This design comes from an exercise in tuning for small area, a short achievable clock period and few clock cycles on the open sky130 flow, not from production work. Where RTL was checked, it was by simulation tests only, not by an equivalence proof against the original. Power figures rest on the tool's default switching activity, not on a simulated workload.

==> flow/design.v <==
module dekoder64
(
	input             clk,
	input             load,    
	input             sync,    
	input      [31:0] d,
	input      [15:0] s_lo,    
	input      [15:0] s_hi,    
	input      [23:0] c1,      
	input      [7:0]  c2,
	input      [15:0] ky_lo,   
	input      [15:0] ky_hi,   
	output            ph_n,    
	output reg [31:0] x,
	output reg [31:0] d1,
	output reg [31:0] d2
);
	function [16:0] add16;
		input [15:0] a, b;
		input        ci;
		add16 = {1'b0, a} + {1'b0, b} + {16'd0, ci};
	endfunction
	reg  [31:0] d3, d4;
	reg  [15:0] d5;
	reg         ld;
	reg  [2:0]  lc;        
	reg         ph1;       
	reg         ph2;       
	reg  [7:0]  c1r;
	reg  [15:0] tlo;
	reg  [2:0]  cy;
	reg  [19:0] xh;        
	reg  [15:0] thi;
	reg  [15:0] slo;
	reg         sc;
	wire [2:0] lc_n = sync ? 3'd2 : (lc == 3'd5) ? 3'd0 : lc + 3'd1;
	assign ph_n = (lc_n >= 3'd3);
	wire [1:0] j_n = (lc == 3'd2 || lc == 3'd5) ? 2'd0 : (lc == 3'd0 || lc == 3'd3) ? 2'd1 : 2'd2;
	wire [15:0] kx_lo = ph1 ? 16'h6c6b : {c1r, c2};
	wire [16:0] a1 = add16({x[11:0], 4'b0}, kx_lo, 1'b0);
	wire [16:0] a2 = add16(x[15:0], s_lo, 1'b0);
	wire [16:0] a3 = add16(x[20:5], ky_lo, 1'b0);
	wire [15:0] kx_hi = ph2 ? 16'h6875 : 16'h7468;
	wire [16:0] b1 = add16(xh[15:0], kx_hi, cy[0]);
	wire [16:0] b2 = add16(xh[19:4], s_hi, cy[1]);
	wire [16:0] b3 = add16({5'b0, xh[19:9]}, ky_hi, cy[2]);
	wire [16:0] sl = add16(d4[15:0], ~tlo, 1'b1);
	wire [16:0] sh = add16(d5, ~thi, sc);
	always @(posedge clk) begin
		ld  <= load;
		lc  <= lc_n;
		ph1 <= ph_n;
		ph2 <= ph1;
		c1r <= c1[8*j_n +: 8];
		tlo <= a1[15:0] ^ a2[15:0] ^ a3[15:0];
		cy  <= {a3[16], a2[16], a1[16]};
		xh  <= x[31:12];
		thi <= b1[15:0] ^ b2[15:0] ^ b3[15:0];
		slo <= sl[15:0];
		sc  <= sl[16];
		d1  <= x;
		d2  <= d1;
		d3  <= d2;
		d4  <= d3;
		d5  <= d4[31:16];
		x   <= ld ? d : {sh[15:0], slo};
	end
endmodule
module keygen
(
	input  [39:0] hi,     
	output [39:0] next,
	output        last    
);
	function [7:0] step;
		input [7:0] c;
		begin
			if (c == 8'd122)     step = 8'd32;
			else if (c == 8'd32) step = 8'd65;
			else                 step = c + 8'd1;
		end
	endfunction
	wire [4:0] sp;
	genvar i;
	generate for (i = 0; i < 5; i = i + 1) begin : g
		assign sp[i] = (hi[39-8*i -: 8] == 8'd32);
		if (i == 0) begin : g0
			assign next[39 -: 8] = step(hi[39 -: 8]);
		end else begin : gn
			assign next[39-8*i -: 8] = &sp[i-1:0] ? step(hi[39-8*i -: 8]) : hi[39-8*i -: 8];
		end
	end endgenerate
	assign last = &sp;
endmodule
module kombajn
(
	input              rst,
	input              clk,
	input              start,
	input      [63:0]  data,
	input      [47:0]  start_key,
	output reg         busy,
	output reg         found,
	output     [127:0] keyout
);
localparam P = 5;
localparam B = 3 * P;                  
localparam [31:0] MAGIC = 32'h25706466;
localparam [31:0] DELTA = 32'h9e3779b9;
localparam [31:0] SUM0  = 32'hc6ef3720;
localparam [31:0] K1    = 32'h20697320;
reg  [63:0] data_reg;
reg  [7:0]  c1_raw;        
reg  [39:0] hi;            
reg  [6:0]  p;             
reg         first;         
reg  [7:0]  cnt;
reg  [31:0] sum;           
reg  [15:0] sum2;          
reg  [31:0] ky;            
reg  [15:0] ky2;           
reg  [31:0] d;             
reg         hitr;          
reg  [4:0]  hq;            
reg  [7:0]  kc1;           
wire [39:0] hi_next;
wire        hi_last;
keygen kg (.hi(hi), .next(hi_next), .last(hi_last));
assign keyout = {80'h68756c6b206973207468, kc1, hi};
wire [6:0] pos0 = (c1_raw == 8'd32) ? 7'd123 : c1_raw[6:0];
function [7:0] chr;
	input [6:0] p;
	input [6:0] q;
	reg   [6:0] s;
	begin
		s   = p + q;
		chr = (s == 7'd123) ? 8'd32 : {1'b0, s};
	end
endfunction
wire accept   = start & ~busy;
wire [7:0] cn = ~busy ? 8'd194 : (cnt == 8'd197) ? 8'd0 : cnt + 8'd1;    
wire load_n   = (cn >= 8'd194) | (cn <= 8'd1);
wire zload_n  = (cn >= 8'd194) & (cn <= 8'd196);
wire [B-1:0] match;
wire [B-1:0] valid;
wire         ph_n;
genvar i;
generate for (i = 0; i < P; i = i + 1) begin : lane
	wire [31:0] x, d1, d2;
	wire        phl;
	dekoder64 u (.clk(clk), .load(load_n), .sync(~busy), .d(d),
	             .s_lo(sum[15:0]), .s_hi(sum2),
	             .c1({chr(p, 3*i + 2), chr(p, 3*i + 1), chr(p, 3*i)}), .c2(hi[39:32]),
	             .ky_lo(ky[15:0]), .ky_hi(ky2),
	             .ph_n(phl), .x(x), .d1(d1), .d2(d2));
	if (i == 0) begin : ph0
		assign ph_n = phl;
	end
	assign match[3*i]   = (d2 == MAGIC);
	assign match[3*i+1] = (d1 == MAGIC);
	assign match[3*i+2] = (x == MAGIC);
	assign valid[3*i]   = (p <= 123 - 3*i);
	assign valid[3*i+1] = (p <= 122 - 3*i);
	assign valid[3*i+2] = (p <= 121 - 3*i);
end endgenerate
wire [B-1:0] hit = match & valid;
reg [4:0] hit_q;
integer j;
always @(*) begin
	hit_q = 5'd0;
	for (j = B - 1; j >= 0; j = j - 1)
		if (hit[j]) hit_q = j;
end
wire eval     = busy & ~first & (cnt == 8'd195);
wire last_blk = (p >= 124 - B);        
wire finish   = eval & (hitr | (hi_last & last_blk));
always @(posedge clk or posedge rst) begin
	if (rst) begin
		busy  <= 1'b0;
		found <= 1'b0;
	end else if (accept) begin
		busy  <= 1'b1;
		found <= 1'b0;
	end else if (finish) begin
		busy  <= 1'b0;
		found <= hitr;
	end
end
always @(posedge clk) begin
	cnt <= cn;
	if (accept)
		hi <= start_key[39:0];
	if (~busy) begin
		data_reg <= data;
		c1_raw   <= start_key[47:40];
		first    <= 1'b1;
	end else if (cnt == 8'd194) begin
		hitr <= |hit;
		hq   <= hit_q;
		if (first)
			p <= pos0;
	end else if (cnt == 8'd195) begin
		if (first)
			first <= 1'b0;
		else if (~hitr) begin
			if (last_blk) begin
				p  <= 7'd65;
				hi <= hi_next;
			end else
				p <= p + B;
		end
	end
	if (~busy)
		d <= data[31:0];
	else
		d <= zload_n ? data_reg[31:0] : data_reg[63:32];
	ky   <= ph_n ? K1 : hi[31:0];
	ky2  <= ky[31:16];
	sum2 <= sum[31:16];
	if (cnt == 8'd197)
		sum <= SUM0;
	else if (cnt == 8'd5 || cnt == 8'd11 || cnt == 8'd17 || cnt == 8'd23 || cnt == 8'd29 || cnt == 8'd35 ||
	         cnt == 8'd41 || cnt == 8'd47 || cnt == 8'd53 || cnt == 8'd59 || cnt == 8'd65 || cnt == 8'd71 ||
	         cnt == 8'd77 || cnt == 8'd83 || cnt == 8'd89 || cnt == 8'd95 || cnt == 8'd101 || cnt == 8'd107 ||
	         cnt == 8'd113 || cnt == 8'd119 || cnt == 8'd125 || cnt == 8'd131 || cnt == 8'd137 || cnt == 8'd143 ||
	         cnt == 8'd149 || cnt == 8'd155 || cnt == 8'd161 || cnt == 8'd167 || cnt == 8'd173 || cnt == 8'd179 ||
	         cnt == 8'd185 || cnt == 8'd191)
		sum <= sum - DELTA;
	if (finish & hitr)
		kc1 <= chr(p, {2'b00, hq});
end
endmodule
clock: 8.0 ns
lec_check: 0
cap_margin: 20
core_margin: 2
core_utilization: 60
cts_cluster_diameter: 60
cts_cluster_size: 24
setup_slack_margin: 5
slew_margin: 20
run.sh (not shown) runs the stock make flow with config.mk's settings and CLKGATE_MAP_FILE= SYNTH_SCRIPT=/design/flow/synth_recipe.tcl, a recipe that flattens the netlist after the stock synthesis.
The starting point went through all stages and came out clean.
Testbench counts at the start, summed over its fixed seeds: cycles 163,140.
Next try:
--- a/flow/design.v
+++ b/flow/design.v
@@ -8,22 +8,21 @@
 	input      [15:0] s_hi,    
 	input      [23:0] c1,      
 	input      [7:0]  c2,
 	input      [15:0] ky_lo,   
 	input      [15:0] ky_hi,   
 	output            ph_n,    
-	output reg [31:0] x,
-	output reg [31:0] d1,
-	output reg [31:0] d2
+	output            eq,      
+	output reg [1:0]  eqd      
 );
 	function [16:0] add16;
 		input [15:0] a, b;
 		input        ci;
 		add16 = {1'b0, a} + {1'b0, b} + {16'd0, ci};
 	endfunction
-	reg  [31:0] d3, d4;
+	reg  [31:0] x, d1, d2, d3, d4;
 	reg  [15:0] d5;
 	reg         ld;
 	reg  [2:0]  lc;        
 	reg         ph1;       
 	reg         ph2;       
 	reg  [7:0]  c1r;
@@ -55,19 +54,21 @@
 		tlo <= a1[15:0] ^ a2[15:0] ^ a3[15:0];
 		cy  <= {a3[16], a2[16], a1[16]};
 		xh  <= x[31:12];
 		thi <= b1[15:0] ^ b2[15:0] ^ b3[15:0];
 		slo <= sl[15:0];
 		sc  <= sl[16];
+		eqd <= {eqd[0], eq};
 		d1  <= x;
 		d2  <= d1;
 		d3  <= d2;
 		d4  <= d3;
 		d5  <= d4[31:16];
 		x   <= ld ? d : {sh[15:0], slo};
 	end
+	assign eq = (x == 32'h25706466);    
 endmodule
 module keygen
 (
 	input  [39:0] hi,     
 	output [39:0] next,
 	output        last    
@@ -107,30 +108,30 @@
 localparam B = 3 * P;                  
 localparam [31:0] MAGIC = 32'h25706466;
 localparam [31:0] DELTA = 32'h9e3779b9;
 localparam [31:0] SUM0  = 32'hc6ef3720;
 localparam [31:0] K1    = 32'h20697320;
 reg  [63:0] data_reg;
-reg  [7:0]  c1_raw;        
 reg  [39:0] hi;            
 reg  [6:0]  p;             
 reg         first;         
 reg  [7:0]  cnt;
+reg  [2:0]  m6;            
 reg  [31:0] sum;           
 reg  [15:0] sum2;          
 reg  [31:0] ky;            
 reg  [15:0] ky2;           
 reg  [31:0] d;             
 reg         hitr;          
 reg  [4:0]  hq;            
 reg  [7:0]  kc1;           
 wire [39:0] hi_next;
 wire        hi_last;
 keygen kg (.hi(hi), .next(hi_next), .last(hi_last));
 assign keyout = {80'h68756c6b206973207468, kc1, hi};
-wire [6:0] pos0 = (c1_raw == 8'd32) ? 7'd123 : c1_raw[6:0];
+wire [6:0] pos0 = (start_key[47:40] == 8'd32) ? 7'd123 : start_key[46:40];
 function [7:0] chr;
 	input [6:0] p;
 	input [6:0] q;
 	reg   [6:0] s;
 	begin
 		s   = p + q;
@@ -143,25 +144,26 @@
 wire zload_n  = (cn >= 8'd194) & (cn <= 8'd196);
 wire [B-1:0] match;
 wire [B-1:0] valid;
 wire         ph_n;
 genvar i;
 generate for (i = 0; i < P; i = i + 1) begin : lane
-	wire [31:0] x, d1, d2;
+	wire        eq;
+	wire [1:0]  eqd;
 	wire        phl;
 	dekoder64 u (.clk(clk), .load(load_n), .sync(~busy), .d(d),
 	             .s_lo(sum[15:0]), .s_hi(sum2),
 	             .c1({chr(p, 3*i + 2), chr(p, 3*i + 1), chr(p, 3*i)}), .c2(hi[39:32]),
 	             .ky_lo(ky[15:0]), .ky_hi(ky2),
-	             .ph_n(phl), .x(x), .d1(d1), .d2(d2));
+	             .ph_n(phl), .eq(eq), .eqd(eqd));
 	if (i == 0) begin : ph0
 		assign ph_n = phl;
 	end
-	assign match[3*i]   = (d2 == MAGIC);
-	assign match[3*i+1] = (d1 == MAGIC);
-	assign match[3*i+2] = (x == MAGIC);
+	assign match[3*i]   = eqd[1];
+	assign match[3*i+1] = eqd[0];
+	assign match[3*i+2] = eq;
 	assign valid[3*i]   = (p <= 123 - 3*i);
 	assign valid[3*i+1] = (p <= 122 - 3*i);
 	assign valid[3*i+2] = (p <= 121 - 3*i);
 end endgenerate
 wire [B-1:0] hit = match & valid;
 reg [4:0] hit_q;
@@ -185,23 +187,23 @@
 		busy  <= 1'b0;
 		found <= hitr;
 	end
 end
 always @(posedge clk) begin
 	cnt <= cn;
-	if (accept)
+	m6  <= ~busy ? 3'd2 : (m6 == 3'd5) ? 3'd0 : m6 + 3'd1;    
+	if (accept) begin
 		hi <= start_key[39:0];
+		p  <= pos0;
+	end
 	if (~busy) begin
 		data_reg <= data;
-		c1_raw   <= start_key[47:40];
 		first    <= 1'b1;
 	end else if (cnt == 8'd194) begin
 		hitr <= |hit;
 		hq   <= hit_q;
-		if (first)
-			p <= pos0;
 	end else if (cnt == 8'd195) begin
 		if (first)
 			first <= 1'b0;
 		else if (~hitr) begin
 			if (last_blk) begin
 				p  <= 7'd65;
@@ -216,17 +218,12 @@
 		d <= zload_n ? data_reg[31:0] : data_reg[63:32];
 	ky   <= ph_n ? K1 : hi[31:0];
 	ky2  <= ky[31:16];
 	sum2 <= sum[31:16];
 	if (cnt == 8'd197)
 		sum <= SUM0;
-	else if (cnt == 8'd5 || cnt == 8'd11 || cnt == 8'd17 || cnt == 8'd23 || cnt == 8'd29 || cnt == 8'd35 ||
-	         cnt == 8'd41 || cnt == 8'd47 || cnt == 8'd53 || cnt == 8'd59 || cnt == 8'd65 || cnt == 8'd71 ||
-	         cnt == 8'd77 || cnt == 8'd83 || cnt == 8'd89 || cnt == 8'd95 || cnt == 8'd101 || cnt == 8'd107 ||
-	         cnt == 8'd113 || cnt == 8'd119 || cnt == 8'd125 || cnt == 8'd131 || cnt == 8'd137 || cnt == 8'd143 ||
-	         cnt == 8'd149 || cnt == 8'd155 || cnt == 8'd161 || cnt == 8'd167 || cnt == 8'd173 || cnt == 8'd179 ||
-	         cnt == 8'd185 || cnt == 8'd191)
+	else if (m6 == 3'd5)
 		sum <= sum - DELTA;
 	if (finish & hitr)
 		kc1 <= chr(p, {2'b00, hq});
 end
 endmodule
Flip-flop and latch count went up by 5.
Total power went down by a few percent.
Design area went down slightly.
Critical path depth went down by 5.
Fmax stays flat.
Clock-buffer cell count went down by 4.
Setup slack is better by 0.0046 ns.
Synthesized area went down by a few percent.
The RTL of the second run of this note was laid out without a check of its function.

## what the ideal ports hide
The results above use ideal ports. As a check the final layouts listed here were re-extracted and re-timed, cells and wires unchanged.
Step 1 (the two cells are an assumption about what drives the block):
set clk [get_ports {clk}]
set_driving_cell -lib_cell sky130_fd_sc_hd__clkbuf_16 $clk
set_driving_cell -lib_cell sky130_fd_sc_hd__buf_2 [delete_from_list [all_inputs] $clk]
Step 2 moves the port delays by t, midway between the first and last clock arrival at a register: inputs arrive t later, outputs are due t later. That takes back most of the time a late clock gives input paths.
a / b / c = ideal ports / drivers / drivers and shift; a / b = the first two.
run | t, ns | setup slack, ns | worst slew at a driven data input, ns
the first run | 0.804 | 4.944 / 4.923 / 4.337 | 0.08
the second run | 0.795 | 4.948 / 4.872 / 4.417 | 0.06
After both steps every run listed still meets setup and hold. The setup slack of the first run, which loses most, moves by -0.021 ns with the drivers and by -0.607 ns with both steps.
